What follows belongs to an exercise in optimizing a design on an open flow for small area, a short achievable clock period and few clock cycles per item; a production flow would make more cautious choices. In this exercise RTL edits were held to simulation tests only and were not proved equivalent to the original.

<file path="flow/design.v">
module binary_divider (
    input wire clk,
    input wire reset,
    input wire start,
    input wire [15:0] dividend,   
    input wire [15:0] divisor,    
    output reg [15:0] quotient,   
    output reg done
);
    parameter INTEGER_BITS = 9;
    parameter FRACTION_BITS = 7;
    parameter TOTAL_BITS = INTEGER_BITS + FRACTION_BITS;
    localparam IDLE = 2'b00;
    localparam SETUP = 2'b01;
    localparam DIVIDE = 2'b10;
    localparam FINISH = 2'b11;
    reg [1:0] state;
    reg [5:0] count;   
    reg [31:0] divisor_extended;   
    reg [31:0] remainder;          
    always @(posedge clk or posedge reset) begin
        if (reset) begin
            state <= IDLE;
            done <= 0;
            quotient <= 0;
            count <= 0;
            remainder <= 0;
            divisor_extended <= 0;
        end else begin
            case (state)
                IDLE: begin
                    if (start) begin
                        state <= SETUP;
                        done <= 0;
                    end
                end
                SETUP: begin
                    remainder <= {16'b0, dividend};
                    divisor_extended <= {divisor, 16'b0};
                    count <= TOTAL_BITS * 2;  
                    quotient <= 0;
                    state <= DIVIDE;
                end
                DIVIDE: begin
                    if (count > 0) begin
                        if (remainder >= divisor_extended) begin
                            remainder <= remainder - divisor_extended;
                            quotient <= {quotient[14:0], 1'b1};
                        end else begin
                            quotient <= {quotient[14:0], 1'b0};
                        end
                        divisor_extended <= {1'b0, divisor_extended[31:1]};
                        count <= count - 1;
                    end else begin
                        state <= FINISH;
                    end
                end
                FINISH: begin
                    done <= 1;
                    state <= IDLE;
                end
            endcase
        end
    end
endmodule
module rk4_solver(
    input wire clk,               
    input wire reset,             
    input wire start,             
    input wire [15:0] v_in,       
    input wire [15:0] u_in,       
    input wire [15:0] I_in,       
    input wire [15:0] a_param,    
    input wire [15:0] b_param,    
    input wire [15:0] h_step,     
    output reg [15:0] v_out,      
    output reg [15:0] u_out,      
    output reg [15:0] k1v_out,
    output reg [15:0] k2v_out,
    output reg [15:0] k3v_out,
    output reg [15:0] k4v_out,
    output reg [15:0] k1u_out,
    output reg [15:0] k2u_out,
    output reg [15:0] k3u_out,
    output reg [15:0] k4u_out,
    output reg [15:0] vinc_out,
    output reg [15:0] uinc_out,
    output reg [15:0] ksumv_out,
    output reg [15:0] hdiv_out,
    output reg spike,             
    output reg done               
);
    function [15:0] multiply;
        input [15:0] a;
        input [15:0] b;
        reg [31:0] result;
        begin
            result = (a * b) >>> 7;  
            multiply = result[15:0];
        end
    endfunction
    function [15:0] add;
        input [15:0] a;
        input [15:0] b;
        begin
            add = a + b;
        end
    endfunction
    function [15:0] subtract;
        input [15:0] a;
        input [15:0] b;
        begin
            subtract = a - b;
        end
    endfunction
    function [15:0] f_v;
        input [15:0] v;
        input [15:0] u;
        input [15:0] I;
        reg [15:0] v_squared;
        reg [15:0] term1, term2, term3;
        begin
            v_squared = multiply(v, v);
            term1 = multiply(16'b0000000000000101, v_squared);    
            term2 = multiply(16'b0000001010000000, v);            
            term3 = add(16'b0100011000000000, I);                 
            f_v = add(add(term1, term2), subtract(term3, u));
        end
    endfunction
    function [15:0] f_u;
        input [15:0] v;
        input [15:0] u;
        input [15:0] a;
        input [15:0] b;
        reg [15:0] b_times_v;
        begin
            b_times_v = multiply(b, v);
            f_u = multiply(a, subtract(b_times_v, u));
        end
    endfunction
    parameter [15:0] THRESHOLD = 16'b0000111100000000;
    localparam IDLE = 4'b0000;
    localparam CALC_K1 = 4'b0001;
    localparam DIV_1 = 4'b0010;
    localparam CALC_TEMP1 = 4'b0011;
    localparam CALC_K2 = 4'b0100;
    localparam DIV_2 = 4'b0101;
    localparam CALC_TEMP2 = 4'b0110;
    localparam CALC_K3 = 4'b0111;
    localparam CALC_TEMP3 = 4'b1000;
    localparam CALC_K4 = 4'b1001;
    localparam DIV_3 = 4'b1010;
    localparam CALC_FINAL = 4'b1011;
    localparam DONE = 4'b1100;
    reg [3:0] state;
    reg [15:0] k1_v, k1_u, k2_v, k2_u, k3_v, k3_u, k4_v, k4_u;
    reg [15:0] v_temp1, u_temp1, v_temp2, u_temp2, v_temp3, u_temp3;
    reg [15:0] k2_v_doubled, k2_u_doubled, k3_v_doubled, k3_u_doubled;
    reg [15:0] k_sum_v, k_sum_u;
    reg [15:0] h_div_2, h_div_6;
    reg [15:0] v_inc, u_inc;
    reg [15:0] v_next, u_next;
	 reg [15:0] I_in1, I_in2;
    reg div_start;
    reg [15:0] div_dividend, div_divisor;
    wire [15:0] div_quotient;
    wire div_done;
    binary_divider divider (
        .clk(clk),
        .reset(reset),
        .start(div_start),
        .dividend(div_dividend),
        .divisor(div_divisor),
        .quotient(div_quotient),
        .done(div_done)
    );
    always @(posedge clk or posedge reset) begin
        if (reset) begin
            state <= IDLE;
            done <= 0;
            div_start <= 0;
            k1_v <= 0; k1_u <= 0;
            k2_v <= 0; k2_u <= 0;
            k3_v <= 0; k3_u <= 0;
            k4_v <= 0; k4_u <= 0;
            v_temp1 <= 0; u_temp1 <= 0;
            v_temp2 <= 0; u_temp2 <= 0;
            v_temp3 <= 0; u_temp3 <= 0;
            h_div_2 <= 0; h_div_6 <= 0;
            v_inc <= 0; u_inc <= 0;
            v_next <= 0; u_next <= 0;
            k_sum_v <= 0; k_sum_u <= 0;
				I_in1 <= 0; I_in2 <= 0;
            v_out <= 0; u_out <= 0;
            k1v_out <= 0; k2v_out <= 0; k3v_out <= 0; k4v_out <= 0;
            k1u_out <= 0; k2u_out <= 0; k3u_out <= 0; k4u_out <= 0;
            vinc_out <= 0; uinc_out <= 0;
            ksumv_out <= 0; hdiv_out <= 0;
            spike <= 0;
        end else begin
            case (state)
                IDLE: begin
                    if (start) begin
                        k1_v <= f_v(v_in, u_in, I_in);
                        k1_u <= f_u(v_in, u_in, a_param, b_param);
                        state <= CALC_K1;
                    end
                    done <= 0;
                end
                CALC_K1: begin
                    div_start <= 0;
                    h_div_2 <= (h_step >>> 1);
                    state <= DIV_1;
                end
                DIV_1: begin
                    v_temp1 <= add(v_in, multiply(h_div_2, k1_v));
                    u_temp1 <= add(u_in, multiply(h_div_2, k1_u));
						  I_in1 <= add(I_in, h_div_2);
						  I_in2 <= add(I_in, h_step);
                    state <= CALC_TEMP1;
                end
                CALC_TEMP1: begin
                    k2_v <= f_v(v_temp1, u_temp1, I_in1);
                    k2_u <= f_u(v_temp1, u_temp1, a_param, b_param);
                    state <= CALC_K2;
                end
                CALC_K2: begin
                    v_temp2 <= add(v_in, multiply(h_div_2, k2_v));
                    u_temp2 <= add(u_in, multiply(h_div_2, k2_u));
                    state <= DIV_2;
                end
                DIV_2: begin
                    k3_v <= f_v(v_temp2, u_temp2, I_in1);
                    k3_u <= f_u(v_temp2, u_temp2, a_param, b_param);
                    state <= CALC_TEMP2;
                end
                CALC_TEMP2: begin
                    v_temp3 <= add(v_in, multiply(h_step, k3_v));
                    u_temp3 <= add(u_in, multiply(h_step, k3_u));
                    state <= CALC_K3;
                end
                CALC_K3: begin
                    k4_v <= f_v(v_temp3, u_temp3, I_in2);
                    k4_u <= f_u(v_temp3, u_temp3, a_param, b_param);
                    state <= CALC_TEMP3;
                end
                CALC_TEMP3: begin
                    k2_v_doubled <= k2_v <<< 1;  
                    k2_u_doubled <= k2_u <<< 1;  
                    k3_v_doubled <= k3_v <<< 1;  
                    k3_u_doubled <= k3_u <<< 1;  
                    state <= CALC_K4;
                end
                CALC_K4: begin
                    k_sum_v <= add(k1_v, add(k4_v, add(k2_v_doubled, k3_v_doubled)));
                    k_sum_u <= add(k1_u, add(k4_u, add(k2_u_doubled, k3_u_doubled)));
                    div_dividend <= h_step;
                    div_divisor <= 16'd768;   
                    div_start <= 1;
                    state <= DIV_3;
                end
                DIV_3: begin
                    div_start <= 0;   
                    if (div_done) begin
                        h_div_6 <= div_quotient;
                        state <= CALC_FINAL;
                    end
                end
                CALC_FINAL: begin
                    v_inc <= multiply(h_div_6, k_sum_v);
                    u_inc <= multiply(h_div_6, k_sum_u);
                    v_next <= add(v_in, multiply(h_div_6, k_sum_v));
                    u_next <= add(u_in, multiply(h_div_6, k_sum_u));
                    state <= DONE;
                end
                DONE: begin
                    v_out <= v_next;
                    u_out <= u_next;
                    k1v_out <= k1_v;
                    k2v_out <= k2_v;
                    k3v_out <= k3_v;
                    k4v_out <= k4_v;
                    k1u_out <= k1_u;
                    k2u_out <= k2_u;
                    k3u_out <= k3_u;
                    k4u_out <= k4_u;
                    vinc_out <= v_inc;
                    uinc_out <= u_inc;
                    ksumv_out <= k_sum_v;
                    hdiv_out <= h_div_6;
                    spike <= (v_next >= THRESHOLD) ? 1'b1 : 1'b0;
                    done <= 1;
                    state <= IDLE;
                end
            endcase
        end
    end
endmodule
module izhikevich_model(
    input wire clk,               
    input wire rst,               
    input wire [15:0] I_in,       
    output wire [15:0] v_out,     
    output wire [15:0] u_out,     
    output wire [15:0] k1v_out,
    output wire [15:0] k2v_out,
    output wire [15:0] k3v_out,
    output wire [15:0] k4v_out,
    output wire [15:0] k1u_out,
    output wire [15:0] k2u_out,
    output wire [15:0] k3u_out,
    output wire [15:0] k4u_out,
    output wire [15:0] vinc_out,
    output wire [15:0] uinc_out,
    output wire [15:0] ksumv_out,
    output wire [15:0] hdiv_out,
    output wire spike_out,        
    output reg  valid             
);
    parameter [15:0] a_param = 16'b0000000000000011;     
    parameter [15:0] b_param = 16'b0000000000011010;     
    parameter signed [15:0] c_param = 16'b1101111110000000;     
    parameter [15:0] d_param = 16'b0000001100000000;     
    parameter [15:0] h_step = 16'b0000000000000010;      
    reg signed[15:0] v, u;
    wire signed [15:0] v_next, u_next;
    wire spike;
    wire solver_done;
    reg solver_start;
    localparam WAITING = 2'b00;
    localparam SOLVING = 2'b01;
    localparam UPDATE = 2'b10;
    reg [1:0] state;
    rk4_solver rk4_inst (
        .clk(clk),
        .reset(rst),
        .start(solver_start),
        .v_in(v),
        .u_in(u),
        .I_in(I_in),
        .a_param(a_param),
        .b_param(b_param),
        .h_step(h_step),
        .v_out(v_next),
        .u_out(u_next),
        .k1v_out(k1v_out),
        .k2v_out(k2v_out),
        .k3v_out(k3v_out),
        .k4v_out(k4v_out),
        .k1u_out(k1u_out),
        .k2u_out(k2u_out),
        .k3u_out(k3u_out),
        .k4u_out(k4u_out),
        .vinc_out(vinc_out),
        .uinc_out(uinc_out),
        .ksumv_out(ksumv_out),
        .hdiv_out(hdiv_out),
        .spike(spike),
        .done(solver_done)
    );
    always @(posedge clk or posedge rst) begin
        if (rst) begin
            v <= 16'b1101111110000000;     
            u <= 16'b0000000000000000;     
            solver_start <= 0;
            state <= WAITING;
            valid <= 0;
        end else begin
            valid <= 0;
            case (state)
                WAITING: begin
                    solver_start <= 1;
                    state <= SOLVING;
                end
                SOLVING: begin
                    solver_start <= 0;
                    if (solver_done) begin
                        state <= UPDATE;
                    end
                end
                UPDATE: begin
                    if (spike) begin
                        v <= c_param;
                        u <= u_next + d_param;
                    end else begin
                        v <= v_next;
                        u <= u_next;
                    end
                    valid <= 1;
                    state <= WAITING;
                end
            endcase
        end
    end
    assign v_out = v;
    assign u_out = u;
    assign spike_out = spike;
endmodule
</file>
<file path="flow/run.sh">
#!/bin/bash
# synth_recipe.tcl (not shown) runs the flow's synth.tcl, then flattens the netlist and writes it again
# the make line also repeats each setting of config.mk as NAME=value (left out here)
make -C /OpenROAD-flow-scripts/flow DESIGN_CONFIG=/design/flow/config.mk WORK_HOME=/design/flow/orfs CLKGATE_MAP_FILE= SYNTH_SCRIPT=/design/flow/synth_recipe.tcl finish
</file>
<file path="flow/config.mk">
export PLATFORM = sky130hd
export DESIGN_NAME = izhikevich_model
export DESIGN_NICKNAME = izhikevich_model
export VERILOG_FILES = /design/flow/design.v
export SDC_FILE = /design/flow/constraint.sdc
export NUM_CORES = 4
export LEC_CHECK = 0
export CAP_MARGIN = 20
export CORE_MARGIN = 2
export CORE_UTILIZATION = 40
export SLEW_MARGIN = 20
</file>
<file path="flow/constraint.sdc">
create_clock -name core_clock -period 13.0 [get_ports {clk}]
set_input_delay 2.6000 -clock core_clock [delete_from_list [all_inputs] [get_ports {clk}]]
set_output_delay 2.6000 -clock core_clock [all_outputs]
set_load 0.01 [all_outputs]
</file>
==> impl_metrics.json <==
{
  "gp_congestion": 0.916,
  "status": "finished clean",
  "post_cts_buffers": 0,
  "fin_area_um2": 96300,
  "finalNonFillerCells": 12298,
  "ys_seq_elements": 729,
  "postRouteAntennaNets": 0,
  "final_hold_viol_count": 0,
  "drive_above_1_share": 0.0666,
  "crit_fanout": 14,
  "numCtsBuffers": 83,
  "vias": 63908,
  "cts_tree": "yes",
  "synth_cell_types": 102,
  "reg_top3": "rk4_inst.divider.remainder (32), rk4_inst.divider.divisor_extended (26)",
  "num_rows": 171,
  "layout_commonest_cell": "inv_1",
  "critPathMaxStageDelay_ps": 910,
  "dp_slack_ps": 830,
  "drv_cap": 0,
  "place_inst": 12135,
  "slew_violations": 0,
  "hp-class": "flop to flop",
  "drcViolationCount": 0,
  "final_core_util": 0.443,
  "grt_setup_unrepaired": "no",
  "fill_cells": 20670,
  "synth_edf_count": 52,
  "worst_path_max_delay_cell": "dfrtp_1",
  "grt_overflow_total": 0,
  "core_um2": 217000,
  "end_kind": "flop",
  "synth_area_per_cell_um2": 9.49,
  "postCtsResizedCells": 0,
  "drt_iter0_markers": 4578,
  "pin_count": 244,
  "cp.required_ps": 13530,
  "die_x_um": 472,
  "dpl_cell_area_um2": 93100,
  "final_cell_mix": "inv_1 (1830), fa_1 (1119), ha_1 (1056), nand2_1 (937), dfrtp_1 (668)",
  "finalWorstSetupSlack_ps": 878,
  "grt_pass1_vias": 66812,
  "antenna_found_initial": 24,
  "setup_viol": 0,
  "largest-register": "rk4_inst.divider.remainder",
  "avgViaCountPerCell": 5.20,
  "synth_cells": 9219,
  "grt_start_max_net_pins": 137,
  "dr.pass1.iters": 6,
  "cts_buffer_depth": 3,
  "synth_compound_area_frac": 0.0841,
  "clk_root_buffer_cell": "clkbuf_16",
  "grt_use_total": 0.236,
  "synthSimpleGateAreaFrac": 0.111,
  "start_util": 0.403,
  "synth_mux_area_frac": 0.0353,
  "worstMarginPinSlew_ps": 1070,
  "die_area_um2": 222000,
  "nets": 11561,
  "cts.sinks": 729,
  "ys_warn_count": 3,
  "synthAdderAreaFrac": 0.407,
  "path_class": "flop to flop",
  "synth_top_family_by_area": "adder cells",
  "start_kind": "flop",
  "relSlewSlack": 0.280,
  "path_delay_family": "adder cells",
  "async_flop_share": 0.929,
  "io_buffer_count": 223,
  "grt_first_pass_wirelength_um": 402000,
  "cts.reportedPaths.clkPinSlew_ps": 60,
  "critPathArrivalTime_ps": 12650,
  "ys_seq_area_frac": 0.212,
  "cpMostUsedCell": "fa_1",
  "worstSkewPairLatency_ps": 720,
  "syn_to_final_growth_pct": 10.0,
  "die_h_um": 472,
  "synthFlopType": "dfrtp_1",
  "max_freq_mhz": 82.5,
  "path_buf_inv": 7,
  "finalCritPeriodShare": 0.932,
  "period_needed_ps": 12120,
  "htree_levels": 3,
  "hold_buffers": 0,
  "syn_area_um2": 87500,
  "routed_wl_um": 259000,
  "finalClockSkew_ps": 58.9,
  "synth_xor_area_frac": 0.0582,
  "dp_hpwl_um": 209000,
  "largest_reg_flops": 32,
  "wire_per_inst_um": 21.1
}
[worst register-to-register path: cells and delay by family (launching register included)]
kind	cells	cell delay, ps
adder cells (fa/ha/maj)	13	5170
AO/OA/AOI/OAI	15	3090
AND/OR/NAND/NOR	6	990
XOR/XNOR	4	980
flip-flops	1	910
buffers and inverters	7	830
[final timing paths]
path	startpoint	end	slack, ps	cells past startpoint
min in group asynchronous	rst	rk4_inst.uinc_out[4]	2480	3
worst min register to register	rk4_inst.u_inc[15]	rk4_inst.u_inc[15]	480	2
max in group asynchronous	rst	rk4_inst.k2v_out[2]	8250	5
worst max-delay path	rk4_inst.v_temp3[7]	rk4_inst.k4_v[14]	880	45
worst min-delay path	rk4_inst.u_inc[15]	rk4_inst.u_inc[15]	480	2
worst max register to register	rk4_inst.v_temp3[7]	rk4_inst.k4_v[14]	880	45
[synth_stat cells, types with 139 or more instances]
master	count	area, um^2
inv_1	1831	6870
xor2_1	139	1220
dfrtp_1	669	16700
nand2_1	940	3530
a21oi_1	251	1260
fa_1	1119	22400
ha_1	1057	13200
clkbuf_1	259	972
nor2_1	457	1720
xnor2_1	435	3810
and2_1	209	1310
o21ai_0	460	2300
mux2_2	265	2980
[kinds of logic (layout without fill, tap and decap cells)]
family,count (synthesis),after routing
xor gates and xnor gates,577,577
DFF,729,729
AOI/OAI and AO/OA,1184,1184
buffers and inverters,2142,2340
muxes,275,275
other,1,28
and+or+nand+nor,2135,2135
adders and majority gates,2176,2176
[cell type report]
| cell class | instances | area [um^2] | share of cell area |
|---|---|---|---|
| Sequential cell | 729 | 18500 | 0.192 |
| Timing Repair Buffer | 339 | 3160 | 0.0328 |
| Multi-Input combinational cell | 6367 | 61000 | 0.634 |
| Clock inverter | 42 | 693 | 0.00720 |
| Antenna cell | 8 | 20.0 | 0.000208 |
| Inverter | 1847 | 6940 | 0.0721 |
| Clock buffer | 112 | 2380 | 0.0247 |
| Tap cell | 2854 | 3570 | 0.0371 |
[metrics by stage]
stage                     setup TNS, ps  hold slack, ps
after floorplan                  -86540             436
after global placement                0             455
after detailed placement              0             468
after CTS                             0             483
after global routing                  0             501
final                                 0             480
[routing by layer]
layer,wire length (um),vias up,track usage
met5,113,-,0
met4,11900,16,0.0959
met3,15100,401,0.0321
met2,122000,1783,0.388
met1,110000,32285,0.315
li1,-,29423,-
Testbench counts, summed over its fixed seeds: cycles 33,408, items 1,280.

## what the ideal ports hide
The flow's constraints put no driver on any port. The routed layout listed below was extracted and timed again, unchanged, in two steps. Step 1: set_driving_cell puts a clkbuf_16 on clk and a buf_2 on each other input, an assumption about the parent block. Step 2 times the ports against the registers' clock, not the clock port: input delays grow and output delays shrink by t, the midpoint of the rising clock arrivals with the driver on. Slacks: ideal ports / drivers / drivers and shift; pairs: ideal ports / drivers.
t (ns): 0.780
setup slack, ns: 0.878 / 0.878 / 0.878
clock arrival spread, ns: 0.060 / 0.060
worst data-port slew with drivers (ns): 0.21
After both steps setup and hold are still met in this run. For this run, drivers alone change the setup slack by 0.000 ns; drivers and shift together by 0.000 ns.
